Source: an optimization exercise on an open RTL-to-GDS flow (aim: small area). Production flows keep margins and buffers that such runs may drop.
Power and IR drop assume default switching activity.

// ARM
module ARM(input clk,rst,
           output [31:0] imem_addr,
           input [31:0] imem_rdata,
           output [31:0] dmem_addr,dmem_wdata,
           output dmem_we,
           input [31:0] dmem_rdata);
==> module ARM, before the edit <==
module ARM(input clk,rst,
           output [31:0] imem_addr,
           input [31:0] imem_rdata,
           output [31:0] dmem_addr,dmem_wdata,
           output dmem_we,
           input [31:0] dmem_rdata);
  reg [1:0] ph;
  reg init;                      
  reg second, st_pend;
  reg [31:2] pc;
  reg N,Z,C,V;
  reg cy, zacc;
  reg pol;                       
  reg [31:0] line;
  reg [31:0] addr;
  wire last = (ph==2'd3);
  wire first = ~init & ~second;
  wire [31:0] ins = imem_rdata;
  wire [1:0] mode = ins[27:26];
  wire I = ins[25];
  wire [3:0] opc = ins[24:21];
  wire S = ins[20];
  wire [3:0] Rn = ins[19:16];
  wire [3:0] Rd = ins[15:12];
  wire [11:0] op12 = ins[11:0];
  wire exec;
  ConditionCheck condition_check(.condition(ins[31:28]), .SR({N,Z,C,V}),
        .condition_check_result(exec));
  reg dp_ok, dp_wb, dp_flags;
  always@(*) begin
    dp_ok=1'b1; dp_wb=1'b1; dp_flags=S;
    case(opc)
      4'b1101,4'b1111,4'b0100,4'b0101,4'b0010,4'b0110,4'b0000,4'b1100,4'b0001: ;
      4'b1010,4'b1000: begin dp_wb=1'b0; dp_flags=1'b1; end
      default: begin dp_ok=1'b0; dp_wb=1'b0; dp_flags=1'b0; end
    endcase
  end
  wire dp = (mode==2'b00) & dp_ok;
  wire ldst = (mode==2'b01) & (opc==4'b0100);
  wire ld = ldst & S;
  wire st = ldst & ~S;
  wire br = (mode==2'b10);
  wire two_round = exec & (dp | ldst);
  wire stageA = first & (dp | st);                          
  wire addr_round = (first & ld) | (second & st);           
  wire exe_round = second & dp;                              
  wire wb_round = second & ld;                               
  wire [3:0] ra = stageA ? (st ? Rd : op12[3:0]) : Rn;
  wire [7:0] rdat;
  wire [7:0] res;
  wire ld_take = wb_round & (ph==2'd0);
  wire [7:0] dslice = (ph==2'd0) ? dmem_rdata[7:0] : line[7:0];
  wire [7:0] wd = wb_round ? dslice : res;
  RegisterFile register_file(.clk(clk),
        .ph(ph), .pol(pol), .init(init),
        .we((exe_round & dp_wb) | wb_round),
        .wa(Rd),
        .wd(wd),
        .ra(ra),
        .rd(rdat));
  wire [7:0] streamA = (dp & I) ? ((ph==2'd0) ? op12[7:0] : 8'd0) : rdat;
  wire [4:0] amount = I ? {op12[11:8],1'b0} : (op12[4] ? 5'd0 : op12[11:7]);
  wire [1:0] kind = I ? 2'b11 : op12[6:5];
  wire [7:0] op2;
  Shifter shifter(.L(line), .ph(ph), .amount(amount), .kind(kind), .out(op2));
  wire [7:0] imm12 = (ph==2'd0) ? op12[7:0] :
                     (ph==2'd1) ? {{4{op12[11]}},op12[11:8]} : {8{op12[11]}};
  wire [3:0] aop = addr_round ? 4'b0100 : opc;
  wire usec = ~addr_round & ((opc==4'b0101)|(opc==4'b0110));
  wire subop = ~addr_round & ((opc==4'b0010)|(opc==4'b0110)|(opc==4'b1010));
  wire cin = (ph==2'd0) ? (usec ? C : subop) : cy;
  wire cout;
  wire [7:0] bx;
  ALU alu(.a(rdat), .b(addr_round ? imm12 : op2), .op(aop), .cin(cin),
        .result(res), .cout(cout), .bx(bx));
  wire arith = (opc==4'b0100)|(opc==4'b0101)|(opc==4'b0010)|(opc==4'b0110)|(opc==4'b1010);
  wire znow = ((ph==2'd0) | zacc) & (res==8'd0);
  always@(posedge clk) begin
    cy <= cout;
    zacc <= znow;
    if(ld_take)
      line <= {dmem_rdata[7:0], dmem_rdata[31:8]};
    else
      line <= {stageA ? streamA : line[7:0], line[31:8]};
    addr <= {res, addr[31:8]};
  end
  wire lastrnd = ~init & (second | ~two_round);     
  wire pc_step = last & lastrnd;
  wire [29:0] boff = (br & exec) ? {{6{ins[23]}},ins[23:0]} : 30'd0;
  wire [29:0] bg = pc_step ? boff : 30'd0;
  reg c15;
  wire [30:0] pcc;
  wire [15:0] shc;
  wire [29:0] pc_next;
  genvar gi;
  generate
    for(gi=0;gi<30;gi=gi+1) begin : pc_add
      wire ci = (gi==0) ? pc_step : (gi==15) ? (pc_step & c15) : pcc[gi];
      assign pc_next[gi] = pc[gi+2] ^ bg[gi] ^ ci;
      assign pcc[gi+1] = (pc[gi+2] & bg[gi]) | (ci & (pc[gi+2] ^ bg[gi]));
    end
    for(gi=0;gi<15;gi=gi+1) begin : pc_carry
      wire ci = (gi==0) ? 1'b1 : shc[gi];
      assign shc[gi+1] = (pc[gi+2] & boff[gi]) | (ci & (pc[gi+2] | boff[gi]));
    end
  endgenerate
  always@(posedge clk)
    c15 <= shc[15];
  always@(posedge clk,posedge rst) begin
    if(rst) begin
      ph <= 2'd0;
      pol <= 1'b0;
      init <= 1'b1;
      second <= 1'b0;
      st_pend <= 1'b0;
      pc <= 30'd0;
      {N,Z,C,V} <= 4'd0;
    end
    else begin
      ph <= ph + 2'd1;
      pol <= pol ^ last;
      pc <= pc_next;
      st_pend <= last & second & st;
      if(last) begin
        init <= 1'b0;
        second <= first & two_round;
        if(exe_round & dp_flags) begin
          N <= res[7];
          Z <= znow;
          if(arith) begin
            C <= cout ^ subop;
            V <= (rdat[7]==bx[7]) & (rdat[7]!=res[7]);
          end
        end
      end
    end
  end
  assign imem_addr = {pc,2'b00};
  assign dmem_addr = {addr[31:2],2'b00};
  assign dmem_wdata = line;
  assign dmem_we = st_pend;
endmodule
==> module RegisterFile, before the edit <==
module RegisterFile(input clk,
                    input [1:0] ph,
                    input pol,
                    input init,
                    input we,
                    input [3:0] wa,
                    input [7:0] wd,
                    input [3:0] ra,
                    output [7:0] rd);
  wire [7:0] low [0:15];
  genvar i;
  generate
    for(i=0;i<15;i=i+1) begin : r
      reg [31:0] q;
      wire wen = init | (we && wa==i);
      wire [3:0] iv = i;
      wire [7:0] wdi = {wd[7:4] & {4{~init}},
                        init ? ({4{ph==2'd0}} & iv) : wd[3:0]};
      always@(posedge clk)
        q <= {wen ? (wdi ^ {8{~pol}}) : ~q[7:0], q[31:8]};
      assign low[i] = q[7:0];
    end
  endgenerate
  assign low[15] = {8{pol}};
  assign rd = low[ra] ^ {8{pol}};
endmodule
export LEC_CHECK = 0
export ABC_AREA = 1
export CAP_MARGIN = 20
export CORE_MARGIN = 2
export CORE_UTILIZATION = 60
export GPL_TIMING_DRIVEN = 0
export PLACE_DENSITY = 0.75
export SLEW_MARGIN = 20
create_clock -name core_clock -period 12.0 [get_ports {clk}]
standard.sh (not shown) runs the stock make flow with config.mk's settings and CLKGATE_MAP_FILE= SYNTH_SCRIPT=/design/flow/synth_recipe.tcl, a recipe that flattens the netlist after the stock synthesis.
==> flow/flow/run.sh <==
#!/bin/bash
# Standard layout (the standard.sh, with its standard synthesis) with three changes:
#  - after floorplanning, OpenROAD's restructure re-maps the combinational logic for area
#    (flow/restructure.tcl); registers are not touched
#  - the input and output ports get sky130_fd_sc_hd__buf_1 port buffers
#  - clock tree: clkbuf_4 buffers, no dummy loads
set -euo pipefail
export BUFFER_PORTS_ARGS="-buffer_cell sky130_fd_sc_hd__buf_1"
export CTS_ARGS="-sink_clustering_enable -repair_clock_nets -sink_clustering_size 10 -sink_clustering_max_diameter 40 -buf_list sky130_fd_sc_hd__clkbuf_4 -dont_use_dummy_load"
bash standard.sh floorplan > standard_floorplan.log 2>&1
RES=orfs/results/$FLOW_PLATFORM/ARM/base
cp $RES/2_floorplan.odb restructure_in.odb
python3 flow/filter_lib.py $FLOW_HOME/platforms/$FLOW_PLATFORM/lib/sky130_fd_sc_hd__tt_025C_1v80.lib restructure_lib.lib 'sky130_fd_sc_hd__lpflow_*' 'sky130_fd_sc_hd__probe*' > filter_lib.log 2>&1
openroad -no_init -exit flow/restructure.tcl > restructure.log 2>&1
bash standard.sh finish > standard_finish.log 2>&1
Other scripts of this flow, unchanged in this note and not shown: flow/flow/filter_lib.py, flow/flow/restructure.tcl
Change:
--- a/flow/design.v
+++ b/flow/design.v
@@ -40,7 +40,6 @@
   reg [31:2] pc;
   reg N,Z,C,V;
   reg cy, zacc;
-  reg pol;                       
   reg [31:0] line;
   reg [31:0] addr;
   wire last = (ph==2'd3);
@@ -71,8 +70,8 @@
   wire st = ldst & ~S;
   wire br = (mode==2'b10);
   wire two_round = exec & (dp | ldst);
-  wire stageA = first & (dp | st);                          
-  wire addr_round = (first & ld) | (second & st);           
+  wire stageA = first & exec & (dp | st);                   
+  wire addr_round = (first & exec & ld) | (second & st);    
   wire exe_round = second & dp;                              
   wire wb_round = second & ld;                               
   wire [3:0] ra = stageA ? (st ? Rd : op12[3:0]) : Rn;
@@ -82,7 +81,7 @@
   wire [7:0] dslice = (ph==2'd0) ? dmem_rdata[7:0] : line[7:0];
   wire [7:0] wd = wb_round ? dslice : res;
   RegisterFile register_file(.clk(clk),
-        .ph(ph), .pol(pol), .init(init),
+        .ph(ph), .init(init),
         .we((exe_round & dp_wb) | wb_round),
         .wa(Rd),
         .wd(wd),
@@ -139,7 +138,6 @@
   always@(posedge clk,posedge rst) begin
     if(rst) begin
       ph <= 2'd0;
-      pol <= 1'b0;
       init <= 1'b1;
       second <= 1'b0;
       st_pend <= 1'b0;
@@ -148,7 +146,6 @@
     end
     else begin
       ph <= ph + 2'd1;
-      pol <= pol ^ last;
       pc <= pc_next;
       st_pend <= last & second & st;
       if(last) begin
@@ -197,13 +194,12 @@
 endmodule
 module RegisterFile(input clk,
                     input [1:0] ph,
-                    input pol,
                     input init,
                     input we,
                     input [3:0] wa,
                     input [7:0] wd,
                     input [3:0] ra,
-                    output [7:0] rd);
+                    output reg [7:0] rd);
   wire [7:0] low [0:15];
   genvar i;
   generate
@@ -214,12 +210,12 @@
       wire [7:0] wdi = {wd[7:4] & {4{~init}},
                         init ? ({4{ph==2'd0}} & iv) : wd[3:0]};
       always@(posedge clk)
-        q <= {wen ? (wdi ^ {8{~pol}}) : ~q[7:0], q[31:8]};
+        q <= {wen ? wdi : q[7:0], q[31:8]};
       assign low[i] = q[7:0];
     end
   endgenerate
-  assign low[15] = {8{pol}};
-  assign rd = low[ra] ^ {8{pol}};
+  assign low[15] = 8'd0;
+  always@(*) rd = low[ra];
 endmodule
 module Shifter(input [31:0] L,
                input [1:0] ph,
After rerunning: Routed wire length rises by 1.6%; total power increases by about 4.3%; via count increases by 2.2%; critical path depth is higher by 1; clock skew is about the same; hold slack degrades by 0.0042 ns; utilization grows by 1.3 points; cell area went down by 0.31%; first-iteration DRC count goes up by 4.9%; setup slack is worse by 0.51 ns; final cell count goes up by 3.7%.
Function was not checked in any run of this note: the RTL went through the layout flow alone.

[static timing again, ports no longer ideal]
Ports are ideal in the flow. The routed layouts listed here were re-timed in OpenROAD. Step 1 sets driving cells, clkbuf_16 on the clock port and buf_2 on the other inputs (assumed; they add their load-dependent delay and slew). Step 2 also shifts input and output timing later by t, the mid clock arrival at the registers, as if the neighbouring blocks saw the same clock. a / b / c = ideal ports / drivers / drivers and shift; a / b = the first two.
run	shift t [ns]	setup slack, ns	hold slack, ns	worst setup path at the end
the first run	0.773	1.296 / 1.298 / 0.524	0.293 / 0.293 / 0.293	input to register
the second run	0.753	0.789 / 0.792 / 0.039	0.289 / 0.289 / 0.289	input to register
After both steps every run listed still meets setup and hold. The setup slack of the first run, which loses most, moves by +0.002 ns with the drivers and by -0.772 ns with both steps.
